Source: an optimization exercise on an open RTL-to-GDS flow (aim: small area). Production flows keep margins and buffers that such runs may drop.
Only simulation tests tie the RTL to the original design; equivalence was not proved.
No activity file was given, so power comes from the tool's default toggle rates.

===== config.mk =====
export PLATFORM = sky130hd
export DESIGN_NAME = DE1_SoC
export DESIGN_NICKNAME = DE1_SoC
export VERILOG_FILES = /design/flow/design.v
export SDC_FILE = /design/flow/constraint.sdc
export NUM_CORES = 4
export LEC_CHECK = 0
export CAP_MARGIN = 20
export CORE_MARGIN = 2
export CORE_UTILIZATION = 40
export PLACE_DENSITY = 0.6
export SLEW_MARGIN = 20
export SYNTH_MEMORY_MAX_BITS = 16384

===== constraint.sdc =====
create_clock -name core_clock -period 20.0 [get_ports {CLOCK_50}]
set_input_delay 4.0000 -clock core_clock [delete_from_list [all_inputs] [get_ports {CLOCK_50}]]
set_output_delay 4.0000 -clock core_clock [all_outputs]
set_load 0.01 [all_outputs]

===== design.v =====
module lfsr (
    input logic clk,
    input logic reset,
    output logic [15:0] out
);
    always_ff @(posedge clk) begin
        if (reset)
            out <= 16'hACE1;  
        else
            out <= {out[14:0], out[15] ^ out[14] ^ out[12] ^ out[3]};
    end
endmodule
module traffic_light (
    input logic clk,
    input logic reset,
    input logic game_active,
    input logic [15:0] LFSR_in,
    output logic red,
    output logic green
);
    typedef enum logic {red_light, green_light} state;
    state ps, ns;
    logic [12:0] second_counter; 
    logic [3:0] duration_timer;  
    logic [3:0] duration;  
    parameter SECOND = 13'd5_000;
    always_ff @(posedge clk) begin
        if(reset) begin
            ps <= red_light;
            duration <= 4'd3;
            duration_timer <= 4'd3;
            second_counter <= 13'd0;
        end 
        else if (game_active) begin
            ps <= ns;
            if (second_counter >= SECOND - 1) begin
                second_counter <= 13'd0;
                if (duration_timer > 0)
                    duration_timer <= duration_timer - 1;
            end else begin
                second_counter <= second_counter + 1;
            end
            if (duration_timer == 0) begin
                duration <= (LFSR_in % 10) + 1;
                duration_timer <= (LFSR_in % 10) + 1;
            end
        end
    end
    always_comb begin
        ns = ps;
        if(duration_timer == 0) 
		  begin
            case(ps)
                red_light: ns = green_light;
                green_light: ns = red_light;
            endcase
        end
    end
    assign red = (ps == red_light);
    assign green = (ps == green_light);
endmodule  
module car_manager (
    input logic clk,                   
    input logic reset,                 
    input logic game_active,  
    input logic [15:0] rand_val,  
    input logic move_up,     
    input logic move_down,   
    input logic move_forward,   
    output logic [9:0] player_x,   
    output logic [8:0] player_y,  
    output logic [9:0] ai1_x,  
    output logic [8:0] ai1_y,  
    output logic [9:0] ai2_x,  
    output logic [8:0] ai2_y,  
    output logic [9:0] ai3_x,  
    output logic [8:0] ai3_y   
);
    parameter player_start_x = 10'd50;
    parameter player_start_y = 9'd120;
    parameter ai1_start_y = 9'd220;
    parameter ai2_start_y = 9'd320;
    parameter ai3_start_y = 9'd420;
    logic [8:0] ai_update_counter;
    parameter ai_update = 9'd500;
    logic [7:0] player_update_counter;
    parameter player_update = 8'd250;
    logic move_forward_prev, move_up_prev, move_down_prev;
    logic move_forward_edge, move_up_edge, move_down_edge;
    logic game_active_prev;
    always_ff @(posedge clk) begin
        if (reset) 
		  begin          
            player_x <= player_start_x;
            player_y <= player_start_y;
            ai1_x <= player_start_x;
            ai1_y <= ai1_start_y;
            ai2_x <= player_start_x;
            ai2_y <= ai2_start_y;
            ai3_x <= player_start_x;
            ai3_y <= ai3_start_y;
            ai_update_counter <= 9'd0;
            player_update_counter <= 8'd0;
            move_forward_prev <= 1'b0;
            move_up_prev <= 1'b0;
            move_down_prev <= 1'b0;
            game_active_prev <= 1'b0;
        end 
        else 
		  begin
            game_active_prev <= game_active;
            if (game_active && !game_active_prev) 
				begin
                player_x <= player_start_x;
                player_y <= player_start_y;
                ai1_x <= player_start_x;
                ai1_y <= ai1_start_y;
                ai2_x <= player_start_x;
                ai2_y <= ai2_start_y;
                ai3_x <= player_start_x;
                ai3_y <= ai3_start_y;
                player_update_counter <= 8'd0;
                ai_update_counter <= 9'd0;
            end
            else if (game_active) 
				begin
                move_forward_prev <= move_forward;
                move_up_prev <= move_up;
                move_down_prev <= move_down;
                move_forward_edge <= move_forward && !move_forward_prev;
                move_up_edge <= move_up && !move_up_prev;
                move_down_edge <= move_down && !move_down_prev;
                if (player_update_counter >= player_update - 1) begin
                    player_update_counter <= 8'd0;
                    if (move_forward && player_x < 10'd600)
                        player_x <= player_x + 10'd5;   
                    if (move_up && player_y > 9'd50)
                        player_y <= player_y - 9'd5;    
                    if (move_down && player_y < 9'd430)
                        player_y <= player_y + 9'd5;    
                end else begin
                    player_update_counter <= player_update_counter + 1;
                end
                if (ai_update_counter >= ai_update - 1) begin
                    ai_update_counter <= 9'd0;
                    if (rand_val[1:0] == 2'b11 && ai1_x < 10'd600)
                        ai1_x <= ai1_x + 10'd10;   
                    if (rand_val[3:2] == 2'b01 && ai1_y > 9'd50)
                        ai1_y <= ai1_y - 9'd5;
                    else if (rand_val[3:2] == 2'b10 && ai1_y < 9'd430)
                        ai1_y <= ai1_y + 9'd5;
                    if (rand_val[5:4] == 2'b11 && ai2_x < 10'd600)
                        ai2_x <= ai2_x + 10'd10;
                    if (rand_val[7:6] == 2'b01 && ai2_y > 9'd50)
                        ai2_y <= ai2_y - 9'd5;
                    else if (rand_val[7:6] == 2'b10 && ai2_y < 9'd430)
                        ai2_y <= ai2_y + 9'd5;
                    if (rand_val[9:8] == 2'b11 && ai3_x < 10'd600)
                        ai3_x <= ai3_x + 10'd10;
                    if (rand_val[11:10] == 2'b01 && ai3_y > 9'd50)
                        ai3_y <= ai3_y - 9'd5;
                    else if (rand_val[11:10] == 2'b10 && ai3_y < 9'd430)
                        ai3_y <= ai3_y + 9'd5;
                end else begin
                    ai_update_counter <= ai_update_counter + 1;
                end
            end
        end
    end
endmodule 
module movement_detector (
    input logic clk,
    input logic reset,
    input logic [9:0] current_x,  
    input logic [8:0] current_y,  
    output logic moved  
);
    logic [9:0] prev_x;
    logic [8:0] prev_y;
    always_ff @(posedge clk) 
	 begin
        if (reset) begin
            prev_x <= 10'd0;
             prev_y <= 9'd0;
        end else 
		  begin
            prev_x <= current_x;
            prev_y <= current_y;
        end
    end
	assign moved = (current_x != prev_x) || (current_y != prev_y);
endmodule
module game_controller (
    input logic clk,             
    input logic reset,               
    input logic start_key,              
    input logic red_light,   
    input logic player_moved,   
    input logic [9:0] player_x,  
    input logic [9:0] ai1_x,     
    input logic [9:0] ai2_x,     
    input logic [9:0] ai3_x,     
    output logic game_active,    
    output logic [3:0] player_score,   
    output logic [3:0] ai1_score,      
    output logic [3:0] ai2_score,      
    output logic [3:0] ai3_score,      
    output logic [1:0] round_num,    
    output logic show_final_scores,  
    output logic show_start_screen,  
    output logic player_lost,        
    output logic player_blink        
);
    typedef enum logic [2:0] 
	 {
        start_screen,      
        idle,              
        reset_positions,   
        playing,           
        round_end,         
        wait_next_round,   
        game_over          
    } state_t;
    state_t ps, ns;
    parameter finish_line = 10'd580;
    parameter total_rounds = 2'd3;
    logic [13:0] delay_counter;
    parameter round_delay = 14'd10_000;
    parameter reset_delay = 14'd250;
    logic round_winner_recorded;
    logic player_disqualified;
    always_ff @(posedge clk) begin
        if (reset) begin
            ps <= start_screen;
            player_score <= 4'd0;
            ai1_score <= 4'd0;
            ai2_score <= 4'd0;
            ai3_score <= 4'd0;
            round_num <= 2'd1;    
            delay_counter <= 14'd0;
            round_winner_recorded <= 1'b0;
            player_disqualified <= 1'b0;
        end 
		  else 
		  begin
            ps <= ns;
            case (ps)
                start_screen: 
					 begin
                    delay_counter <= 14'd0;
                    round_winner_recorded <= 1'b0;
                    player_disqualified <= 1'b0;
                end
                idle: begin
                    delay_counter <= 14'd0;
                    round_winner_recorded <= 1'b0;
                    player_disqualified <= 1'b0;
                 end
                reset_positions: begin
                    delay_counter <= delay_counter + 1;
                end
                playing: begin
                    delay_counter <= 14'd0;
                    if (red_light && player_moved && !player_disqualified) begin
                        player_disqualified <= 1'b1;
                    end
                    if (!round_winner_recorded) begin
                        if (player_x >= finish_line && !player_disqualified) 
								begin
                            player_score <= player_score + 4'd1;   
                            round_winner_recorded <= 1'b1;  
                        end
                        else if (ai1_x >= finish_line) 
								begin
                            ai1_score <= ai1_score + 4'd1;
                            round_winner_recorded <= 1'b1;
                        end
                        else if (ai2_x >= finish_line) begin
                            ai2_score <= ai2_score + 4'd1;
                            round_winner_recorded <= 1'b1;
                        end
                        else if (ai3_x >= finish_line) begin
                            ai3_score <= ai3_score + 4'd1;
                            round_winner_recorded <= 1'b1;
                        end
                     end
                end
                round_end: begin
                    delay_counter <= delay_counter + 1;
                end
                wait_next_round: begin
                    if (round_num < total_rounds)
                        round_num <= round_num + 1;
                    delay_counter <= 14'd0;
                    round_winner_recorded <= 1'b0;
                    player_disqualified <= 1'b0;
                end
                game_over: 
					 begin
                end
            endcase
        end
    end
    always_comb begin
        ns = ps;
        case (ps)
            start_screen: begin
                if (!start_key)
                    ns = idle;
             end
            idle: begin
                if (!start_key)
                    ns = reset_positions;
            end
            reset_positions: begin
                if (delay_counter >= reset_delay)
                    ns = playing;
            end
            playing: 
				begin
                if (round_winner_recorded)
                    ns = round_end;
            end
            round_end: begin
                if (delay_counter >= round_delay) begin
                    if (round_num >= total_rounds)
                        ns = game_over;  
                    else
                        ns = wait_next_round;   
                end
            end
            wait_next_round: 
				begin
                ns = idle;
            end
            game_over: begin
            end
        endcase
    end
    assign game_active = (ps == reset_positions) || (ps == playing);
    assign show_final_scores = (ps == game_over);
    assign show_start_screen = (ps == start_screen);
    assign player_lost = player_disqualified;
    assign player_blink = player_disqualified && (delay_counter < 14'd2_500) && 
                          (((delay_counter / 14'd1_250) % 2) == 0);
endmodule  
module char_rom (
    input logic clk,
    input logic [7:0] char_code,   
    input logic [2:0] row,  
    output logic [7:0] pixels    
);
    logic [9:0] addr;
    assign addr = {char_code[6:0], row};   
    logic [7:0] rom [0:1023];
    initial $readmemh("char_rom.hex", rom);
    logic [9:0] addr_q;
    always_ff @(posedge clk) begin
        addr_q <= addr;
        pixels <= rom[addr_q];
    end
endmodule  
module car_sprite_rom (
    input logic [4:0] sprite_x,  
    input logic [4:0] sprite_y,   
    output logic pixel  
);
    always_comb 
	 begin
        pixel = 1'b0;  
        case (sprite_y)
            5'd0, 5'd1, 5'd2, 5'd3, 5'd4: pixel = 1'b0;
            5'd5: begin
                if (sprite_x >= 5'd8 && sprite_x <= 5'd21) pixel = 1'b1;
            end
            5'd6: begin
                if (sprite_x >= 5'd7 && sprite_x <= 5'd22) pixel = 1'b1;
            end
            5'd7: begin
                if (sprite_x >= 5'd6 && sprite_x <= 5'd23) pixel = 1'b1;
            end
            5'd8, 5'd9, 5'd10: begin
                if (sprite_x >= 5'd5 && sprite_x <= 5'd24) pixel = 1'b1;
            end
            5'd11, 5'd12, 5'd13: begin
                if (sprite_x >= 5'd4 && sprite_x <= 5'd25) pixel = 1'b1;
            end
            5'd14: begin
                if (sprite_x >= 5'd3 && sprite_x <= 5'd26) pixel = 1'b1;
            end
            5'd15, 5'd16, 5'd17, 5'd18, 5'd19, 5'd20: begin
                if (sprite_x >= 5'd2 && sprite_x <= 5'd27) pixel = 1'b1;
            end
            5'd21: begin
                if (sprite_x >= 5'd2 && sprite_x <= 5'd27) 
					 begin
                    if ((sprite_x >= 5'd5 && sprite_x <= 5'd9) || 
                         (sprite_x >= 5'd20 && sprite_x <= 5'd24)) begin
                        pixel = 1'b0;  
                    end else 
						  begin
                      pixel = 1'b1;  
                    end
                end
            end
            5'd22: begin
                if (sprite_x >= 5'd2 && sprite_x <= 5'd27) begin
                    if ((sprite_x >= 5'd6 && sprite_x <= 5'd10) || 
                        (sprite_x >= 5'd19 && sprite_x <= 5'd23)) begin
                        pixel = 1'b0;
                    end else 
						  begin
                      pixel = 1'b1;
                    end
                end
            end
            5'd23, 5'd24: begin
                if (sprite_x >= 5'd2 && sprite_x <= 5'd27) begin
                    if ((sprite_x >= 5'd7 && sprite_x <= 5'd11) || 
                        (sprite_x >= 5'd18 && sprite_x <= 5'd22)) begin
                        pixel = 1'b0;
                    end else 
						  begin
                        pixel = 1'b1;
                    end
                end
            end
            5'd25: begin
                if (sprite_x >= 5'd2 && sprite_x <= 5'd27) begin
                    if ((sprite_x >= 5'd6 && sprite_x <= 5'd10) || 
                        (sprite_x >= 5'd19 && sprite_x <= 5'd23)) begin
                        pixel = 1'b0;
                    end else begin
                        pixel = 1'b1;
                    end
                end
            end
            5'd26: begin
                if (sprite_x >= 5'd2 && sprite_x <= 5'd27) begin
                    if ((sprite_x >= 5'd5 && sprite_x <= 5'd9) || 
                        (sprite_x >= 5'd20 && sprite_x <= 5'd24)) begin
                          pixel = 1'b0;
                    end else 
						  begin
                        pixel = 1'b1;
                    end
                end
            end
            5'd27, 5'd28, 5'd29: pixel = 1'b0;
            default: pixel = 1'b0;
        endcase
   end
endmodule
module traffic_light_sprite_rom (
    input logic [5:0] sprite_x,   
    input logic [5:0] sprite_y,   
    output logic pixel            
);
    always_comb begin
        pixel = 1'b0;  
        case (sprite_y)
            6'd0, 6'd1: begin
                pixel = 1'b1;
            end
            6'd2, 6'd3: begin
                if (sprite_x <= 6'd1 || sprite_x >= 6'd38) pixel = 1'b1;
            end
            6'd4: begin
                if (sprite_x <= 6'd1 || sprite_x >= 6'd38) pixel = 1'b1;
                else if (sprite_x >= 6'd12 && sprite_x <= 6'd27) pixel = 1'b1;
            end
            6'd5: begin
                if (sprite_x <= 6'd1 || sprite_x >= 6'd38) pixel = 1'b1;
                else if (sprite_x >= 6'd10 && sprite_x <= 6'd29) pixel = 1'b1;
            end
            6'd6: begin
                if (sprite_x <= 6'd1 || sprite_x >= 6'd38) pixel = 1'b1;
                else if (sprite_x >= 6'd9 && sprite_x <= 6'd30) pixel = 1'b1;
            end
            6'd7: begin
                if (sprite_x <= 6'd1 || sprite_x >= 6'd38) pixel = 1'b1;
                else if (sprite_x >= 6'd8 && sprite_x <= 6'd31) pixel = 1'b1;
            end
            6'd8, 6'd9, 6'd10, 6'd11: begin
                if (sprite_x <= 6'd1 || sprite_x >= 6'd38) pixel = 1'b1;
                else if (sprite_x >= 6'd7 && sprite_x <= 6'd32) pixel = 1'b1;
            end
            6'd12: begin
                if (sprite_x <= 6'd1 || sprite_x >= 6'd38) pixel = 1'b1;
                else if (sprite_x >= 6'd8 && sprite_x <= 6'd31) pixel = 1'b1;
            end
            6'd13: begin
                if (sprite_x <= 6'd1 || sprite_x >= 6'd38) pixel = 1'b1;
                else if (sprite_x >= 6'd9 && sprite_x <= 6'd30) pixel = 1'b1;
            end
            6'd14: begin
                if (sprite_x <= 6'd1 || sprite_x >= 6'd38) pixel = 1'b1;
                else if (sprite_x >= 6'd10 && sprite_x <= 6'd29) pixel = 1'b1;
            end
            6'd15: begin
                if (sprite_x <= 6'd1 || sprite_x >= 6'd38) pixel = 1'b1;
                else if (sprite_x >= 6'd12 && sprite_x <= 6'd27) pixel = 1'b1;
            end
            6'd16, 6'd17, 6'd18: begin
                if (sprite_x <= 6'd1 || sprite_x >= 6'd38) pixel = 1'b1;
            end
            6'd19: begin
                if (sprite_x <= 6'd1 || sprite_x >= 6'd38) pixel = 1'b1;
                else if (sprite_x >= 6'd12 && sprite_x <= 6'd27) pixel = 1'b1;
            end
            6'd20: begin
                if (sprite_x <= 6'd1 || sprite_x >= 6'd38) pixel = 1'b1;
                else if (sprite_x >= 6'd10 && sprite_x <= 6'd29) pixel = 1'b1;
            end
            6'd21: begin
                if (sprite_x <= 6'd1 || sprite_x >= 6'd38) pixel = 1'b1;
                else if (sprite_x >= 6'd9 && sprite_x <= 6'd30) pixel = 1'b1;
            end
            6'd22: begin
                if (sprite_x <= 6'd1 || sprite_x >= 6'd38) pixel = 1'b1;
                else if (sprite_x >= 6'd8 && sprite_x <= 6'd31) pixel = 1'b1;
            end
            6'd23, 6'd24, 6'd25, 6'd26: begin
                if (sprite_x <= 6'd1 || sprite_x >= 6'd38) pixel = 1'b1;
                else if (sprite_x >= 6'd7 && sprite_x <= 6'd32) pixel = 1'b1;
            end
            6'd27: begin
                if (sprite_x <= 6'd1 || sprite_x >= 6'd38) pixel = 1'b1;
                else if (sprite_x >= 6'd8 && sprite_x <= 6'd31) pixel = 1'b1;
            end
            6'd28: begin
                if (sprite_x <= 6'd1 || sprite_x >= 6'd38) pixel = 1'b1;
                else if (sprite_x >= 6'd9 && sprite_x <= 6'd30) pixel = 1'b1;
            end
            6'd29: begin
                if (sprite_x <= 6'd1 || sprite_x >= 6'd38) pixel = 1'b1;
                else if (sprite_x >= 6'd10 && sprite_x <= 6'd29) pixel = 1'b1;
            end
            6'd30: begin
                if (sprite_x <= 6'd1 || sprite_x >= 6'd38) pixel = 1'b1;
                else if (sprite_x >= 6'd12 && sprite_x <= 6'd27) pixel = 1'b1;
            end
            6'd31, 6'd32, 6'd33, 6'd34, 6'd35, 6'd36, 6'd37: begin
                if (sprite_x <= 6'd1 || sprite_x >= 6'd38) pixel = 1'b1;
            end
            6'd38, 6'd39: begin
                pixel = 1'b1;
            end
            default: pixel = 1'b0;
        endcase
    end
endmodule
module vga_draw_controller (
    input logic clk,
    input logic reset,
    input logic game_active,
    input logic show_final_scores,
    input logic show_start_screen,
    input logic red_light,
    input logic green_light,
    input logic player_lost,
    input logic player_blink,
    input logic [9:0]  player_x,
    input logic [8:0] player_y,
    input logic [9:0] ai1_x,
    input logic [8:0] ai1_y,
    input logic [9:0] ai2_x,
    input logic [8:0] ai2_y,
    input logic [9:0] ai3_x,
    input logic [8:0] ai3_y,
    input logic [3:0] player_score,
    input logic [3:0] ai1_score,
    input logic [3:0] ai2_score,
    input logic [3:0] ai3_score,
    input logic [1:0] round_num,
    input logic [9:0] x,
    input logic [8:0] y,
    output logic [7:0] r,
    output logic [7:0] g,
    output logic [7:0]  b
);
    logic [7:0] r_next, g_next, b_next;
    logic [7:0] char_pixels;
    logic [7:0] char_code;
    logic [2:0] char_row;
    logic [9:0] char_x, char_y;
    logic [2:0] scaled_row;
    logic [2:0] pixel_col;
    logic char_pixel;
    logic [3:0] winner_score;
    logic [7:0] winner_char1, winner_char2, winner_char3;
    logic [7:0] score_char;
    logic [9:0] start_x;
    logic [9:0]  num_chars;
    char_rom text_rom (
        .clk(clk),
        .char_code(char_code),
        .row(char_row),
        .pixels(char_pixels)
    );
    logic  car_pixel;
    logic [4:0] car_sprite_x, car_sprite_y;
    car_sprite_rom car_sprite (
        .sprite_x(car_sprite_x),
        .sprite_y(car_sprite_y),
        .pixel(car_pixel)
    );
    logic traffic_pixel;
    logic [5:0] traffic_sprite_x, traffic_sprite_y;
    traffic_light_sprite_rom traffic_sprite (
        .sprite_x(traffic_sprite_x),
        .sprite_y(traffic_sprite_y),
        .pixel(traffic_pixel)
    );
    always_ff @(posedge clk) 
	 begin
        if (reset) begin
            r <= 8'h00;
            g <= 8'h00;
            b <= 8'h00;
        end else begin
            r <= r_next;
            g <= g_next;
             b <= b_next;
        end
    end
    function automatic logic in_rect(
        input logic [9:0] px, py,
        input logic [9:0] rx, ry, rw, rh
    );
        in_rect = (px >= rx) && (px < rx + rw) &&
              (py >= ry) && (py < ry + rh);
    endfunction
    always_comb begin
        r_next = 8'h00;
        g_next = 8'h00;
        b_next = 8'h00;
        char_code = 8'd32;  
        char_row = 3'd0;
        car_sprite_x = 5'd0;
        car_sprite_y = 5'd0;
        traffic_sprite_x = 6'd0;
        traffic_sprite_y = 6'd0;
        char_x = 10'd0;
        char_y = 10'd0;
        scaled_row = 3'd0;
        pixel_col = 3'd0;
        char_pixel = 1'b0;
        winner_score = 4'd0;
        winner_char1 =  8'd32;
        winner_char2 = 8'd32;
        winner_char3 = 8'd32;
        score_char = 8'd48;
        start_x = 10'd0;
        num_chars = 10'd0;
        if (show_start_screen)
		  begin
            if (y >= 9'd180 && y < 9'd196) begin
                char_y = 9'd180;
                scaled_row = (y - char_y) >> 1;  
                if (x >= 10'd220 && x < 10'd380) 
					 begin
                    char_x = (x - 10'd220) >> 4;  
                    pixel_col = ((x - 10'd220) >> 1) & 3'b111;  
                    case (char_x)
                        10'd0: char_code = 8'd82;   
                        10'd1: char_code = 8'd69;   
                        10'd2: char_code = 8'd68;   
                        10'd3: char_code = 8'd32;   
                        10'd4: char_code = 8'd76;   
                        10'd5: char_code = 8'd73;   
                        10'd6: char_code = 8'd71;   
                        10'd7: char_code = 8'd72;   
                        10'd8: char_code = 8'd84;   
                        default: char_code = 8'd32;
                    endcase
                    char_row = scaled_row;
                    char_pixel = char_pixels[7 - pixel_col];
                    if (char_pixel) begin
                        r_next = 8'hFF;
                        g_next = 8'h00;
                        b_next = 8'h00;
                    end
                end
            end
            if (y >= 9'd210 && y < 9'd226) begin
                char_y = 9'd210;
                scaled_row = (y - char_y) >> 1;
                if (x >= 10'd204 && x < 10'd396) 
					 begin
                    char_x = (x - 10'd204) >> 4;
                      pixel_col = ((x - 10'd204) >> 1) & 3'b111;
                  case (char_x)
                        10'd0: char_code = 8'd71;   
                        10'd1: char_code = 8'd82;   
                        10'd2: char_code = 8'd69;   
                        10'd3: char_code = 8'd69;   
                        10'd4: char_code = 8'd78;   
                        10'd5: char_code = 8'd32;   
                        10'd6: char_code = 8'd76;   
                        10'd7: char_code = 8'd73;   
                        10'd8: char_code = 8'd71;   
                        10'd9: char_code = 8'd72;   
                        10'd10: char_code = 8'd84;  
                        default: char_code = 8'd32;
                    endcase
                    char_row = scaled_row;
                    char_pixel = char_pixels[7 - pixel_col];
                    if (char_pixel) begin
                        r_next = 8'h00;
                        g_next = 8'hFF;
                        b_next = 8'h00;
                    end
                end
            end
            if (y >= 9'd280 && y < 9'd288) begin
                char_row = y - 9'd280;
                if (x >= 10'd244 && x < 10'd332) begin
                    char_x = (x - 10'd244) >> 3;  
                    pixel_col = (x - 10'd244) & 3'b111;
                    case (char_x)
                        10'd0: char_code = 8'd80;   
                        10'd1: char_code = 8'd114;  
                        10'd2: char_code = 8'd101;  
                        10'd3: char_code = 8'd115;  
                        10'd4: char_code = 8'd115;  
                        10'd5: char_code = 8'd32;  
                        10'd6: char_code = 8'd75;   
                        10'd7: char_code = 8'd69;   
                        10'd8: char_code = 8'd89;   
                        10'd9: char_code = 8'd32;  
                        10'd10: char_code = 8'd49;  
								default: char_code = 8'd32;
                    endcase
                    char_pixel = char_pixels[7 - pixel_col];
                    if (char_pixel) 
						  begin
                        r_next = 8'hFF;
                        g_next = 8'hFF;
                        b_next = 8'hFF;
                    end
                end
            end
            if (y >= 9'd300 && y < 9'd308) begin
                char_row = y - 9'd300;
                if (x >= 10'd268 && x < 10'd332) begin
                    char_x = (x - 10'd268) >> 3;
                    pixel_col = (x - 10'd268) & 3'b111;
                    case (char_x)
								10'd0: char_code = 8'd116;  
                        10'd1: char_code = 8'd111;  
                        10'd2: char_code = 8'd32;  
                        10'd3: char_code = 8'd115;  
                        10'd4: char_code = 8'd116;  
                        10'd5: char_code = 8'd97;   
                        10'd6: char_code = 8'd114;  
                        10'd7: char_code = 8'd116;  
								default: char_code = 8'd32;
                    endcase
                    char_pixel = char_pixels[7 - pixel_col];
                    if (char_pixel) begin
                        r_next = 8'hFF;
                        g_next = 8'hFF;
                        b_next = 8'hFF;
                    end
                end
            end
        end
        else if (show_final_scores) begin
            winner_score = player_score;
            winner_char1 = 8'd80;   
            winner_char2 = 8'd108;  
            winner_char3 = 8'd97;   
            if (ai1_score > winner_score) begin
                winner_score = ai1_score;
                winner_char1 = 8'd65;  
                winner_char2 = 8'd73;  
                winner_char3 = 8'd49;  
            end
            if (ai2_score > winner_score) begin
                winner_score = ai2_score;
                winner_char1 = 8'd65;  
                winner_char2 = 8'd73;  
                winner_char3 = 8'd50;  
            end
            if (ai3_score > winner_score) begin
                winner_score = ai3_score;
                winner_char1 = 8'd65;  
                winner_char2 = 8'd73;  
                winner_char3 = 8'd51;  
            end
            score_char = 8'd48 + winner_score;  
            if (y >= 9'd140 && y < 9'd156) begin
                char_y = 9'd140;
                scaled_row = (y - char_y) >> 1;
                if (x >= 10'd228 && x < 10'd388) begin
                    char_x = (x - 10'd228) >> 4;
                    pixel_col = ((x - 10'd228) >> 1) & 3'b111;
                    case (char_x)
                        10'd0: char_code = 8'd71;   
                        10'd1: char_code = 8'd65;   
                        10'd2: char_code = 8'd77;   
                        10'd3: char_code = 8'd69;   
                        10'd4: char_code = 8'd32;   
                        10'd5: char_code = 8'd79;   
                        10'd6: char_code = 8'd86;   
                        10'd7: char_code = 8'd69;   
                        10'd8: char_code = 8'd82;   
							  default: char_code = 8'd32;
                    endcase
                    char_row = scaled_row;
                    char_pixel = char_pixels[7 - pixel_col];
                    if (char_pixel) begin
                        r_next = 8'hFF;
                        g_next = 8'hFF;
                        b_next = 8'h00;
                    end
                end
            end
            if (y >= 9'd200 && y < 9'd208) 
				begin
                char_row = y - 9'd200;
                if (x >= 10'd268 && x < 10'd324) begin
                    char_x = (x - 10'd268) >> 3;
                    pixel_col = (x - 10'd268) & 3'b111;
                    case (char_x)
                        10'd0: char_code = 8'd87;   
                        10'd1: char_code = 8'd105;  
                        10'd2: char_code = 8'd110;  
                        10'd3: char_code = 8'd110;  
                        10'd4: char_code = 8'd101;  
                        10'd5: char_code = 8'd114;  
                        10'd6: char_code = 8'd58;   
								default: char_code = 8'd32;
                    endcase
                    char_pixel = char_pixels[7 - pixel_col];
                    if (char_pixel) 
						  begin
                        r_next = 8'hFF;
                        g_next = 8'hFF;
                        b_next = 8'hFF;
                    end
                end
            end
            if (y >= 9'd230 && y < 9'd246) 
				begin
                char_y = 9'd230;
                scaled_row = (y - char_y) >> 1;
                if (winner_char1 == 8'd80) begin  
                    start_x = 10'd260;
                    num_chars = 10'd6;
                end else begin  
                    start_x = 10'd292;
                    num_chars = 10'd3;
                end
                if (x >= start_x && x < start_x + (num_chars << 4)) begin
                    char_x = (x - start_x) >> 4;
                    pixel_col = ((x - start_x) >> 1) & 3'b111;
                    if (winner_char1 == 8'd80) begin  
                        case (char_x)
                            10'd0: char_code = 8'd80;   
                            10'd1: char_code = 8'd108;  
                            10'd2: char_code = 8'd97;   
                            10'd3: char_code = 8'd121;  
                            10'd4: char_code = 8'd101;  
                            10'd5: char_code = 8'd114;  
                            default: char_code = 8'd32;
                        endcase
                    end else begin  
                        case (char_x)
                            10'd0: char_code = winner_char1;  
                            10'd1: char_code = winner_char2;  
                            10'd2: char_code = winner_char3;  
                            default: char_code = 8'd32;
                        endcase
                    end
                    char_row = scaled_row;
                    char_pixel = char_pixels[7 - pixel_col];
                    if (char_pixel) begin
                         r_next = 8'h00;
                        g_next = 8'hFF;
                        b_next = 8'h00;
                    end
                end
            end
            if (y >= 9'd270 && y < 9'd278) begin
                char_row = y - 9'd270;
                if (x >= 10'd260 && x < 10'd348) begin
                    char_x = (x - 10'd260) >> 3;
                    pixel_col = (x - 10'd260) & 3'b111;
                    case (char_x)
                        10'd0: char_code = 8'd83;  
                        10'd1: char_code = 8'd99;   
                        10'd2: char_code = 8'd111;  
                        10'd3: char_code = 8'd114;  
                        10'd4: char_code = 8'd101;  
                        10'd5: char_code = 8'd58;   
                        10'd6: char_code = 8'd32;   
                        10'd7: char_code = score_char;  
                        10'd8: char_code = 8'd32;   
                        10'd9: char_code = 8'd112;  
                        10'd10: char_code = 8'd116;  
                        default: char_code = 8'd32;
                    endcase
                    char_pixel = char_pixels[7 - pixel_col];
                    if (char_pixel) begin
                        r_next = 8'hFF;
                        g_next = 8'hFF;
                        b_next = 8'hFF;
                    end
                end
            end
            if (y >= 9'd330 && y < 9'd338) begin
                char_row = y - 9'd330;
                if (x >= 10'd244 && x < 10'd332) begin
                    char_x = (x - 10'd244) >> 3;
                    pixel_col = (x - 10'd244) & 3'b111;
                  case (char_x)
                        10'd0: char_code = 8'd80;   
                        10'd1: char_code = 8'd114;  
                        10'd2: char_code = 8'd101;  
                        10'd3: char_code = 8'd115;  
                        10'd4: char_code = 8'd115;  
                        10'd5: char_code = 8'd32;   
                        10'd6: char_code = 8'd75;   
                        10'd7: char_code = 8'd69;   
                        10'd8: char_code = 8'd89;   
                        10'd9: char_code = 8'd32;   
                        10'd10: char_code = 8'd48;  
                        default: char_code = 8'd32;
                    endcase
                    char_pixel = char_pixels[7 - pixel_col];
                    if (char_pixel) begin
                        r_next = 8'hFF;
                        g_next = 8'hFF;
                        b_next = 8'hFF;
                    end
                end
            end
            if (y >= 9'd350 && y < 9'd358) 
				begin
                char_row = y - 9'd350;
                if (x >= 10'd260 && x < 10'd332) 
					 begin
                    char_x = (x - 10'd260) >> 3;
                    pixel_col = (x - 10'd260) & 3'b111;
                    case (char_x)
                        10'd0: char_code = 8'd116;  
                        10'd1: char_code = 8'd111;  
                        10'd2: char_code = 8'd32;  
                        10'd3: char_code = 8'd114;  
                        10'd4: char_code = 8'd101;  
                        10'd5: char_code = 8'd115;  
                        10'd6: char_code = 8'd116;  
                        10'd7: char_code = 8'd97;   
                         10'd8: char_code = 8'd114; 
							  default: char_code = 8'd32;
                    endcase
                    char_pixel = char_pixels[7 - pixel_col];
                    if (char_pixel) begin
                        r_next = 8'hFF;
                        g_next = 8'hFF;
                        b_next = 8'hFF;
                    end
                end
            end
        end
        else begin
            if (y >= 9'd50 && y < 9'd480) begin
                r_next = 8'h60;
                g_next = 8'h60;
                 b_next = 8'h60;
                if (x == 10'd200 || x == 10'd400) begin
                    if (((y - 9'd50) % 9'd40) < 9'd20) begin
                        r_next = 8'hFF;
                        g_next = 8'hFF;
                        b_next = 8'hFF;
                    end
                end
            end
            if (x == 10'd590 && y >= 9'd50 && y < 9'd480)
				begin
                if (((y - 9'd50) / 9'd10) % 2 == 0) 
					 begin
                    r_next = 8'hFF;
                    g_next = 8'h00;
                    b_next = 8'h00;
                end else 
					 begin
                    r_next = 8'hFF;
                    g_next = 8'hFF;
                    b_next = 8'hFF;
                end
            end
            if (in_rect(x, {1'b0, y}, 10'd580, 10'd10, 10'd40, 10'd40)) begin
                traffic_sprite_x = (x - 10'd580);
                traffic_sprite_y = ({1'b0, y} - 10'd10);
                if (traffic_pixel) begin
                    if (traffic_sprite_y >= 6'd4 && traffic_sprite_y <= 6'd15) begin
                         if (red_light) begin
                            r_next = 8'hFF;  
                            g_next = 8'h00;
                            b_next = 8'h00;
                        end else begin
                            r_next = 8'h60;  
                            g_next = 8'h00;
                            b_next = 8'h00;
                        end
                    end
                    else if (traffic_sprite_y >= 6'd19 && traffic_sprite_y <= 6'd30) begin
                        if (green_light) begin
                            r_next = 8'h00;
                            g_next = 8'hFF;  
                            b_next = 8'h00;
                        end else begin
                            r_next = 8'h00;
                            g_next = 8'h60;  
                            b_next = 8'h00;
                         end
                    end
                    else begin
                        r_next = 8'hFF;
                        g_next = 8'hFF;
                        b_next = 8'hFF;
                    end
                end else begin
                    r_next = 8'h30;
                    g_next = 8'h30;
                    b_next = 8'h30;
                end
            end
            if (in_rect(x, {1'b0, y}, player_x, {1'b0, player_y}, 10'd30, 10'd30) && 
                (!player_lost || player_blink)) begin
                car_sprite_x = (x - player_x);
                car_sprite_y = ({1'b0, y} - {1'b0, player_y});
                if (car_pixel) 
					 begin
                    if (player_lost) begin
                        r_next = 8'hFF;  
                        g_next = 8'h00;
                        b_next = 8'h00;
                    end else begin
                        r_next = 8'h00;  
                        g_next = 8'hFF;
                        b_next = 8'h00;
                    end
                end
            end
            if (in_rect(x, {1'b0, y}, ai1_x, {1'b0, ai1_y}, 10'd30, 10'd30)) begin
                car_sprite_x = (x - ai1_x);
                car_sprite_y = ({1'b0, y} - {1'b0, ai1_y});
                if (car_pixel) begin
                    r_next = 8'h00;
                    g_next = 8'hFF;
                    b_next = 8'hFF;
                end
            end
            if (in_rect(x, {1'b0, y}, ai2_x, {1'b0, ai2_y}, 10'd30, 10'd30)) begin
                car_sprite_x = (x - ai2_x);
                car_sprite_y = ({1'b0, y} - {1'b0, ai2_y});
                if (car_pixel) 
					 begin
                    r_next = 8'hFF;
                    g_next = 8'hFF;
                    b_next = 8'h00;
                end
            end
            if (in_rect(x, {1'b0, y}, ai3_x, {1'b0, ai3_y}, 10'd30, 10'd30)) begin
                car_sprite_x = (x - ai3_x);
                car_sprite_y = ({1'b0, y} - {1'b0, ai3_y});
                if (car_pixel) begin
                    r_next = 8'hFF;
                    g_next = 8'h00;
                    b_next = 8'hFF;
                end
            end
        end
    end
endmodule 
module vga_timing (
    input  logic       clk,
    input  logic       ce,
    input  logic       reset,
    input  logic [7:0] red_to_vga_display,
    input  logic [7:0] green_to_vga_display,
    input  logic [7:0] blue_to_vga_display,
    output logic       read_enable,
    output logic       end_of_active_frame,
    output logic       vga_blank,
    output logic       vga_h_sync,
    output logic       vga_v_sync,
    output logic [7:0] vga_red,
    output logic [7:0] vga_green,
    output logic [7:0] vga_blue
);
    localparam H_ACTIVE      = 640;
    localparam H_FRONT_PORCH = 16;
    localparam H_BACK_PORCH  = 48;
    localparam H_TOTAL       = 800;
    localparam V_ACTIVE      = 480;
    localparam V_FRONT_PORCH = 10;
    localparam V_BACK_PORCH  = 33;
    localparam V_TOTAL       = 525;
    logic [9:0] pixel_counter;
    logic [9:0] line_counter;
    logic early_hsync_pulse, early_vsync_pulse;
    logic hsync_pulse, vsync_pulse;
    logic hblanking_pulse, vblanking_pulse, blanking_pulse;
    always_ff @(posedge clk) begin
        if (reset) begin
            vga_blank  <= 1'b1;
            vga_h_sync <= 1'b1;
            vga_v_sync <= 1'b1;
            vga_red    <= 8'd0;
            vga_green  <= 8'd0;
            vga_blue   <= 8'd0;
            pixel_counter <= 10'd0;
            line_counter  <= 10'd0;
            end_of_active_frame <= 1'b0;
            early_hsync_pulse <= 1'b0;
            early_vsync_pulse <= 1'b0;
            hsync_pulse <= 1'b0;
            vsync_pulse <= 1'b0;
            hblanking_pulse <= 1'b1;
            vblanking_pulse <= 1'b1;
            blanking_pulse  <= 1'b1;
        end else if (ce) begin
            vga_blank  <= ~blanking_pulse;
            vga_h_sync <= ~hsync_pulse;
            vga_v_sync <= ~vsync_pulse;
            if (blanking_pulse) begin
                vga_red   <= 8'd0;
                vga_green <= 8'd0;
                vga_blue  <= 8'd0;
            end else begin
                vga_red   <= red_to_vga_display;
                vga_green <= green_to_vga_display;
                vga_blue  <= blue_to_vga_display;
            end
            if (pixel_counter == H_TOTAL - 1) begin
                pixel_counter <= 10'd0;
                if (line_counter == V_TOTAL - 1)
                    line_counter <= 10'd0;
                else
                    line_counter <= line_counter + 10'd1;
            end else
                pixel_counter <= pixel_counter + 10'd1;
            end_of_active_frame <= (line_counter == V_ACTIVE - 1) &&
                                   (pixel_counter == H_ACTIVE - 2);
            if (pixel_counter == H_ACTIVE + H_FRONT_PORCH - 2)
                early_hsync_pulse <= 1'b1;
            else if (pixel_counter == H_TOTAL - H_BACK_PORCH - 2)
                early_hsync_pulse <= 1'b0;
            if ((line_counter == V_ACTIVE + V_FRONT_PORCH - 1) &&
                (pixel_counter == H_TOTAL - 2))
                early_vsync_pulse <= 1'b1;
            else if ((line_counter == V_TOTAL - V_BACK_PORCH - 1) &&
                     (pixel_counter == H_TOTAL - 2))
                early_vsync_pulse <= 1'b0;
            hsync_pulse <= early_hsync_pulse;
            vsync_pulse <= early_vsync_pulse;
            if (pixel_counter == H_ACTIVE - 2)
                hblanking_pulse <= 1'b1;
            else if (pixel_counter == H_TOTAL - 2)
                hblanking_pulse <= 1'b0;
            if ((line_counter == V_ACTIVE - 1) && (pixel_counter == H_TOTAL - 2))
                vblanking_pulse <= 1'b1;
            else if ((line_counter == V_TOTAL - 1) && (pixel_counter == H_TOTAL - 2))
                vblanking_pulse <= 1'b0;
            blanking_pulse <= hblanking_pulse | vblanking_pulse;
        end
    end
    assign read_enable = ~blanking_pulse;
endmodule
module video_driver
	#(parameter WIDTH = 640, parameter HEIGHT = 480)
	(CLOCK_50, ce, reset, x, y, r, g, b, VGA_R, VGA_G, VGA_B, VGA_BLANK_N, VGA_HS, VGA_SYNC_N, VGA_VS);
	input  logic CLOCK_50;
	input  logic ce;  
	input  logic reset;
	output logic [9:0] x;
	output logic [8:0] y;
	input  logic [7:0] r, g, b;
	output logic [7:0] VGA_R, VGA_G, VGA_B;
	output logic VGA_BLANK_N, VGA_HS, VGA_SYNC_N, VGA_VS;
	localparam integer X_BLOCK = 640 / WIDTH;
	localparam integer Y_BLOCK = 480 / HEIGHT;
	localparam integer BLOCK = X_BLOCK < Y_BLOCK ? X_BLOCK : Y_BLOCK;
	localparam integer X_SPAN = WIDTH * BLOCK;
	localparam integer Y_SPAN = HEIGHT * BLOCK;
	localparam integer X_START = (640 - X_SPAN) / 2;
	localparam integer Y_START = (480 - Y_SPAN) / 2;
	localparam integer X_STOP = X_START + X_SPAN;
	localparam integer Y_STOP = Y_START + Y_SPAN;
	localparam integer BLOCK_STOP = BLOCK - 1;
	logic read_enable;
	logic end_of_active_frame;
	logic end_of_frame;
	logic vga_blank;
	logic vga_h_sync;
	logic vga_v_sync;
	logic read_enable_last;
	logic [9:0] xt;
	logic [8:0] yt;
	logic [9:0] xd;
	logic [8:0] yd;
	always @(posedge CLOCK_50) begin
		if(reset) begin
			read_enable_last <= 1'b0;
			xt <= 0;
			yt <= 0;
			xd <= 0;
			yd <= 0;
			x <= 0;
			y <= 0;
		end else if (ce) begin
			read_enable_last <= read_enable;
			if(read_enable) begin
				xt <= xt + 1'b1;
				if(xt >= X_START && xt < X_STOP) begin
					if(xd == BLOCK_STOP) begin
						xd <= 10'b0;
						x <= x + 1'b1;
					end else begin
						xd <= xd + 1'b1;
					end
				end else begin
					xd <= 10'b0;
					x <= 10'b0;
				end
			end else begin
				xt <= 10'b0;
				xd <= 10'b0;
				x <= 10'b0;
			end
			if(end_of_active_frame) begin
				yt <= 9'b111111111;
				yd <= 9'b0;
				y <= 9'b0;
			end else begin
				if(read_enable_last & ~read_enable) begin
					yt <= yt + 1'b1;
					if(yt >= Y_START && yt < Y_STOP) begin
						if(yd == BLOCK_STOP) begin
							yd <= 9'b0;
							y <= y + 1'b1;
						end else begin
							yd <= yd + 1'b1;
						end
					end else begin
						yd <= 9'b0;
						y <= 9'b0;
					end
				end
			end
		end
	end
	assign VGA_BLANK_N = vga_blank;
	assign VGA_HS = vga_h_sync;
	assign VGA_SYNC_N = 1'b0;
	assign VGA_VS = vga_v_sync;
	logic [7:0] rout, gout, bout;
	always @(posedge CLOCK_50) begin
		if(ce) begin
		if(xt >= X_START && xt < X_STOP && yt >= Y_START && yt < Y_STOP) begin
			rout <= r;
			gout <= g;
			bout <= b;
		end else begin
			rout <= 8'b0;
			gout <= 8'b0;
			bout <= 8'b0;
		end
		end
	end
	vga_timing video (
		.clk(CLOCK_50),
		.ce,
		.reset,
		.red_to_vga_display(rout),
		.green_to_vga_display(gout),
		.blue_to_vga_display(bout),
		.read_enable,
		.end_of_active_frame,
		.vga_blank,
		.vga_h_sync,
		.vga_v_sync,
		.vga_red(VGA_R),
		.vga_green(VGA_G),
		.vga_blue(VGA_B)
	);
endmodule
module DE1_SoC (
    input CLOCK_50,
    input [3:0] KEY,
    input [9:0] SW,
    output [6:0] HEX0, HEX1, HEX2, HEX3, HEX4, HEX5,
    output [9:0] LEDR,
    output [7:0] VGA_R, VGA_G, VGA_B,
    output VGA_BLANK_N, VGA_CLK, VGA_HS, VGA_SYNC_N, VGA_VS
);
    logic reset;
    assign reset = ~KEY[0];
    logic pix_phase;
    always_ff @(posedge CLOCK_50) begin
        if (reset)
            pix_phase <= 1'b0;
        else
            pix_phase <= ~pix_phase;
    end
    assign VGA_CLK = pix_phase;
    logic [15:0] rand_val;
    lfsr lfsr_inst (
        .clk(CLOCK_50),
        .reset(reset),
        .out(rand_val)
    );
    logic red, green, game_active;
    traffic_light tl (
       .clk(CLOCK_50),
        .reset(reset),
        .game_active(game_active),
        .LFSR_in(rand_val),
         .red(red),
        .green(green)
    );
    assign LEDR[9] = red;
    assign LEDR[8] = green;
    logic [9:0] player_x, ai1_x, ai2_x, ai3_x;
    logic [8:0] player_y, ai1_y, ai2_y, ai3_y;
    logic move_forward, move_up, move_down;
    assign move_forward = SW[0];
    assign move_up = SW[1];
    assign move_down = SW[2];
    car_manager cars (
         .clk(CLOCK_50),
        .reset(reset),
        .game_active(game_active),
        .rand_val(rand_val),
        .move_up(move_up),
        .move_down(move_down),
        .move_forward(move_forward),
        .player_x(player_x),
        .player_y(player_y),
        .ai1_x(ai1_x),
        .ai1_y(ai1_y),
        .ai2_x(ai2_x),
        .ai2_y(ai2_y),
        .ai3_x(ai3_x),
        .ai3_y(ai3_y)
    );
    logic player_moved;
    movement_detector md (
         .clk(CLOCK_50),
        .reset(reset),
        .current_x(player_x),
        .current_y(player_y),
        .moved(player_moved)
    );
    logic [3:0] player_score, ai1_score, ai2_score, ai3_score;
    logic [1:0] round_num;
    logic show_final_scores, show_start_screen, player_lost, player_blink;
    game_controller gc (
        .clk(CLOCK_50),
        .reset(reset),
        .start_key(KEY[1]),
        .red_light(red),
        .player_moved(player_moved),
        .player_x(player_x),
        .ai1_x(ai1_x),
        .ai2_x(ai2_x),
        .ai3_x(ai3_x),
        .game_active(game_active),
        .player_score(player_score),
        .ai1_score(ai1_score),
        .ai2_score(ai2_score),
        .ai3_score(ai3_score),
        .round_num(round_num),
        .show_final_scores(show_final_scores),
        .show_start_screen(show_start_screen),
         .player_lost(player_lost),
         .player_blink(player_blink)
    );
    assign LEDR[3:0] = player_score;
    assign LEDR[7:4] = ai1_score;
    assign HEX5 = (round_num == 2'd1) ? 7'b1111001 :  
       (round_num == 2'd2) ? 7'b0100100 :  
           (round_num == 2'd3) ? 7'b0110000 :  
                  7'b1111111;  
    function automatic [6:0] digit_to_7seg(input [3:0] digit);
        case (digit)
            4'd0: digit_to_7seg = 7'b1000000;  
            4'd1: digit_to_7seg = 7'b1111001;  
            4'd2: digit_to_7seg = 7'b0100100;  
            4'd3: digit_to_7seg = 7'b0110000;  
            4'd4: digit_to_7seg = 7'b0011001;  
            4'd5: digit_to_7seg = 7'b0010010;  
            4'd6: digit_to_7seg = 7'b0000010;  
            4'd7: digit_to_7seg = 7'b1111000;  
            4'd8: digit_to_7seg = 7'b0000000;  
            4'd9: digit_to_7seg = 7'b0010000;  
				default: digit_to_7seg = 7'b1111111;  
        endcase
    endfunction
    assign HEX0 = digit_to_7seg(player_score % 10);
    assign HEX1 = digit_to_7seg(player_score / 10);
    assign HEX2 =  digit_to_7seg(ai1_score);
    assign HEX3 = digit_to_7seg(ai2_score);
    assign HEX4 =  digit_to_7seg(ai3_score);
    logic [9:0] x;
    logic [8:0] y;
    logic [7:0] r, g, b;
    video_driver #(
        .WIDTH(640),
        .HEIGHT(480)
    ) vga_driver (
        .CLOCK_50(CLOCK_50),
        .ce(pix_phase),
        .reset(reset),
        .x(x),  
        .y(y),  
        .r(r),  
        .g(g),
         .b(b),
        .VGA_R(VGA_R),
        .VGA_G(VGA_G),
        .VGA_B(VGA_B),
        .VGA_BLANK_N(VGA_BLANK_N),
        .VGA_HS(VGA_HS),
        .VGA_SYNC_N(VGA_SYNC_N),
        .VGA_VS(VGA_VS)
    );
    vga_draw_controller vga_ctrl (
        .clk(CLOCK_50),
        .reset(reset),
        .game_active(game_active),
        .show_final_scores(show_final_scores),
        .show_start_screen(show_start_screen),
        .red_light(red),
        .green_light(green),
        .player_lost(player_lost),
        .player_blink(player_blink),
        .player_x(player_x),
        .player_y(player_y),
        .ai1_x(ai1_x),
        .ai1_y(ai1_y),
        .ai2_x(ai2_x),
        .ai2_y(ai2_y),
        .ai3_x(ai3_x),
        .ai3_y(ai3_y),
        .player_score(player_score),
        .ai1_score(ai1_score),
        .ai2_score(ai2_score),
        .ai3_score(ai3_score),
        .round_num(round_num),
        .x(x),  
        .y(y),
        .r(r),   
        .g(g),
         .b(b)
    );
endmodule  

===== char_rom.hex =====
00
00
00
00
00
00
00
00
00
00
00
00
00
00
00
00
00
00
00
00
00
00
00
00
00
00
00
00
00
00
00
00
00
00
00
00
00
00
00
00
00
00
00
00
00
00
00
00
00
00
00
00
00
00
00
00
00
00
00
00
00
00
00
00
00
00
00
00
00
00
00
00
00
00
00
00
00
00
00
00
00
00
00
00
00
00
00
00
00
00
00
00
00
00
00
00
00
00
00
00
00
00
00
00
00
00
00
00
00
00
00
00
00
00
00
00
00
00
00
00
00
00
00
00
00
00
00
00
00
00
00
00
00
00
00
00
00
00
00
00
00
00
00
00
00
00
00
00
00
00
00
00
00
00
00
00
00
00
00
00
00
00
00
00
00
00
00
00
00
00
00
00
00
00
00
00
00
00
00
00
00
00
00
00
00
00
00
00
00
00
00
00
00
00
00
00
00
00
00
00
00
00
00
00
00
00
00
00
00
00
00
00
00
00
00
00
00
00
00
00
00
00
00
00
00
00
00
00
00
00
00
00
00
00
00
00
00
00
00
00
00
00
00
00
00
00
00
00
00
00
00
00
00
00
00
00
00
00
00
00
00
00
00
00
00
00
00
00
00
00
00
00
00
00
00
00
00
00
00
00
00
00
00
00
00
00
00
00
00
00
00
00
00
00
00
00
00
00
00
00
00
00
00
00
00
00
00
00
00
00
00
00
00
00
00
00
00
00
00
00
00
00
00
00
00
00
00
00
00
00
00
00
00
00
00
00
00
00
00
00
00
00
00
00
00
00
00
00
00
00
00
00
00
00
00
00
00
00
00
00
00
00
00
00
00
00
00
00
00
00
00
00
00
00
00
00
00
00
00
00
00
00
00
00
3c
66
66
66
66
66
3c
00
18
38
18
18
18
18
3c
00
3c
66
06
0c
30
60
7e
00
3c
66
06
1c
06
66
3c
00
00
00
00
00
00
00
00
00
00
00
00
00
00
00
00
00
00
00
00
00
00
00
00
00
00
00
00
00
00
00
00
00
00
00
00
00
00
00
00
00
00
00
00
00
00
00
00
00
00
00
18
18
00
18
18
00
00
00
00
00
00
00
00
00
00
00
00
00
00
00
00
00
00
00
00
00
00
00
00
00
00
00
00
00
00
00
00
00
00
00
00
00
00
00
00
00
00
00
00
00
00
00
00
00
3c
66
66
7e
66
66
66
00
00
00
00
00
00
00
00
00
00
00
00
00
00
00
00
00
78
6c
66
66
66
6c
78
00
7e
60
60
7c
60
60
7e
00
00
00
00
00
00
00
00
00
3c
66
60
6e
66
66
3c
00
66
66
66
7e
66
66
66
00
7e
18
18
18
18
18
7e
00
00
00
00
00
00
00
00
00
66
6c
78
70
78
6c
66
00
60
60
60
60
60
60
7e
00
63
77
7f
6b
63
63
63
00
63
73
7b
6f
67
63
63
00
3c
66
66
66
66
66
3c
00
7c
66
66
7c
60
60
60
00
00
00
00
00
00
00
00
00
7c
66
66
7c
78
6c
66
00
3c
66
60
3c
06
66
3c
00
7e
18
18
18
18
18
18
00
00
00
00
00
00
00
00
00
63
63
63
63
36
1c
08
00
63
63
63
6b
7f
77
63
00
00
00
00
00
00
00
00
00
66
66
66
3c
18
18
18
00
00
00
00
00
00
00
00
00
00
00
00
00
00
00
00
00
00
00
00
00
00
00
00
00
00
00
00
00
00
00
00
00
00
00
00
00
00
00
00
00
00
00
00
00
00
00
00
00
00
00
00
00
00
00
00
00
00
00
3c
06
3e
66
3e
00
00
00
00
00
00
00
00
00
00
00
3c
66
60
66
3c
00
00
00
00
00
00
00
00
00
00
00
3c
66
7e
60
3c
00
00
00
00
00
00
00
00
00
00
00
3e
66
66
3e
06
3c
60
60
7c
66
66
66
66
00
18
00
38
18
18
18
3c
00
00
00
00
00
00
00
00
00
60
60
66
6c
78
6c
66
00
38
18
18
18
18
18
3c
00
00
00
00
00
00
00
00
00
00
00
7c
66
66
66
66
00
00
00
3c
66
66
66
3c
00
00
00
5c
66
66
7c
60
60
00
00
00
00
00
00
00
00
00
00
5c
66
60
60
60
00
00
00
3e
60
3c
06
7c
00
18
18
7e
18
18
18
0e
00
00
00
00
00
00
00
00
00
00
00
00
00
00
00
00
00
00
00
00
00
00
00
00
00
00
00
00
00
00
00
00
00
00
00
66
66
66
3e
06
3c
00
00
00
00
00
00
00
00
00
00
00
00
00
00
00
00
00
00
00
00
00
00
00
00
00
00
00
00
00
00
00
00
00
00
00
00
00
00
00
00
00
00
00
00
00
00
00
00

===== run.sh =====
#!/bin/bash
# synth_recipe.tcl (not shown) runs the flow's synth.tcl, then flattens the netlist and writes it again
# the make line also repeats each setting of config.mk as NAME=value (left out here)
make -C /OpenROAD-flow-scripts/flow DESIGN_CONFIG=/design/flow/config.mk WORK_HOME=/design/flow/orfs CLKGATE_MAP_FILE= SYNTH_SCRIPT=/design/flow/synth_recipe.tcl finish

==> flow_summary_export.csv <==
group,metric,value,unit
power,p_int,1.37,mW
finish,top_regs,"lfsr_inst.out x16, gc.delay_counter x14, tl.second_counter x13",
clocking,cts_root_buf,"clkbuf_16",
clocking,cts.sinks,345,
synthesis,yosysMostFrequentCell,"nor2_1",
placed_design,port_buffers,81,
synthesis,synth_top_cell_by_area,"dfxtp_1",
detailed_routing,ant_nets,0,
detailed_routing,first_iter_violations,2614,
global_route,grt_max_degree,55,
timing,fin_crit,12.17,ns
setup_path,path_common_cell,"nor2_1",
synthesis,synth_flop_cell,"dfxtp_1",
detailed_routing,totalWireLength,98.8,mm
placed_design,place_hpwl,72.8,mm
power,power.share.clock,36.3,%
setup_path,path_max_fanout,13,
status,status,"timing/DRC/antenna clean",
finish,layout.nets,4824,
timing,finClkSkew,0.0397,ns
setup_path,slowest_stage,"a2111oi_0",
global_route,antenna_found_initial,3,
power,leakage,14.3,nW
power,power_frac_comb,29.2,%
detailed_routing,dr.pass1.iters,7,
power,vdd_drop_max,0.0511,mV
clocking,htreeDepth,2,
timing,setup_tns,0,ns
global_route,grt_pass1_vias,29700,
synthesis,yosysWarnings,12,
floorplanning,die_y,293,um
setup_path,cp-end-kind,"register",
power,seqPwrFrac,34.5,%
timing,hold_violations,0,
timing,rsz0062_at_grt,"false",
detailed_routing,post_drt_wl_per_cell,17.7,um
setup_path,critPathKind,"reg -> reg",
synthesis,synth_common_cells,"nor2_1 (551), nand2_1 (410), a21oi_1 (363)",
run,maxCapViolations,0,
finish,regMostFlops,"lfsr_inst.out",
floorplanning,die_x,293,um
finish,area_delta_synth_final,8.75,%
global_route,track_usage,22.3,%
clocking,ctsResizeCount,0,
clocking,numCtsBuffers,41,
floorplanning,initial_utilization,40.5,%
worst_hold_path,worstHoldPathType,"reg -> reg",
detailed_routing,vias,32500,
timing,finalCritPeriodShare,60.8,%
synthesis,synth.top_cell.area_share,20.0,%
floorplanning,coreArea,82400,um^2
clocking,cts_setup_buffers,0,
finish,drive_gt1_share,5.02,%
finish,fin_cells,5575,
clocking,clk_pin_slew,0.06,ns
clocking,holdBufCountCts,0,
setup_path,slowest_delay,0.72,ns
power,switching_share,35.4,%
timing,tightest_slew,1.12,ns
timing,setup_violations,0,
floorplanning,rows,105,
timing,setup_slack,7.83,ns
detailed_routing,drc,0,
global_route,grt_pass1_wl,160,mm
synthesis,async_reset_ff_share,0,%
clocking,clk_latency,0.61,ns
synthesis,netlist_instances,4544,
synthesis,avgSynthCellArea,7.34,um^2
floorplanning,ios,96,
placed_design,dp.cells,5502,
finish,largest_register_ffs,16,
setup_path,start_kind,"register",
setup_path,arrival,12.60,ns
clocking,clockBufferDepth,3,
placed_design,pre_cts_slack,7.84,ns
clocking,cts_tree,"built",
global_route,gr-total-overflow,0,
timing,holdWs,0.451,ns
synthesis,synth_edf_count,12,
detailed_routing,routed_via_density,5.83,
setup_path,critPathTopFamily,"compound AO/OA/AOI/OAI gates",
placed_design,gp_congestion,0.937,
timing,slew_viol_final,0,
synthesis,ys_seq_area_share,21.1,%
timing,slew_headroom,25.5,%
power,p_sw,0.751,mW
floorplanning,die-area,85700,um^2
synthesis,ys_seq_elements,345,
timing,clock.fmax,0.0822,GHz
synthesis,yosys-top-cells-area,"dfxtp_1 (20%), ha_1 (12%), nor2_1 (6.2%), xnor2_1 (5.8%), a21oi_1 (5.4%)",
power,cellPowerDensity,58.5,nW/um^2
setup_path,required,20.44,ns
synthesis,yosys.cell_types.count,120,
setup_path,path_buf_inv,0,
synthesis,syn_area,33400,um^2
[worst min-delay path, cell delays in order, from the launching register on]
cell     delay, ns
dfxtp_1       0.31
nand2_1       0.05
nand2_1       0.04
[metal layers]
metal  global-route usage (%)  up-vias  share of wire [%]
li1                         -    16100                  -
met1                     31.0    15300                 47
met4                     5.58        2                2.2
met5                        0        -              0.013
met3                     2.62      137                5.2
met2                     36.7      940                 45
[kinds of logic after synthesis]
group,Yosys count,share of synthesized area [%]
simple gates,1717,24.7
compound gates,1282,24.7
buf+inv,455,5.54
xor+xnor,347,9.13
flops,345,21.1
fa+ha+maj,339,13.1
mux,57,1.87
other cells,2,0.0225
[worst paths after layout]
path / startpoint / endpoint / slack, ns / depth (start not counted)
min reg2reg: vga_driver.read_enable_last / vga_driver.read_enable_last / 0.45 / 2
max reg2reg: lfsr_inst.out[15] / tl.duration_timer[1] / 7.83 / 34
min: vga_driver.read_enable_last / vga_driver.read_enable_last / 0.45 / 2
max: lfsr_inst.out[15] / tl.duration_timer[1] / 7.83 / 34
[per-stage QoR]
step,area (um^2),utilization [%],total power [mW]
floorplan,33400,-,1.21
global placement,34900,42.4,1.36
detailed placement,34900,42.4,1.36
CTS,36300,44.0,2.14
global route,36300,44.1,2.24
finish,36300,44.1,2.12
[final cells by class]
type,count,area [um^2]
diodes,1,2.50
clock buffers,56,1160
clock inverters,16,214
fillers,8419,46100
inverters,202,759
multi-input cells,3747,24500
flip-flops and latches,345,7030
well taps,1070,1340
repair buffers,138,1230
[power by group through the flow]
stage	Sequential [mW]	Clock, mW	Combinational, mW
5_1_grt	0.735	0.818	0.685
3_3_place_gp	0.746	0	0.610
3_5_place_dp	0.747	0	0.611
4_1_cts	0.732	0.791	0.615
6_report	0.732	0.770	0.620
2_1_floorplan	0.728	0	0.481
[layout by cell type, fill, tap and decap left out, types with 121 or more instances in the layout]
master,count
a21oi_1,363
dfxtp_1,330
ha_1,317
inv_1,189
nand2_1,410
nand3_1,153
nor2_1,547
nor3_1,121
o21ai_0,304
xnor2_1,220
xor2_1,126

afterwards: timing with drivers on the ports:
No port has a modelled driver above. Below, the same layout with a new extraction and two added sets of constraints.
Step 1 sets driving cells, clkbuf_16 on the clock port and buf_2 on the other inputs (assumed; they add their load-dependent delay and slew).
Step 2 moves the port delays by t, midway between the first and last clock arrival at a register: inputs arrive t later, outputs are due t later. That takes back most of the time a late clock gives input paths.
a / b / c = ideal ports / drivers / drivers and shift; a / b = the first two.
t (ns): 0.651
slack for setup (ns): 7.832 / 7.832 / 7.832
clock arrival spread, ns: 0.041 / 0.041
worst slew at a driven data input, ns: 0.03
After both steps setup and hold are still met in this run. For this run, drivers alone change the setup slack by 0.000 ns; drivers and shift together by 0.000 ns.
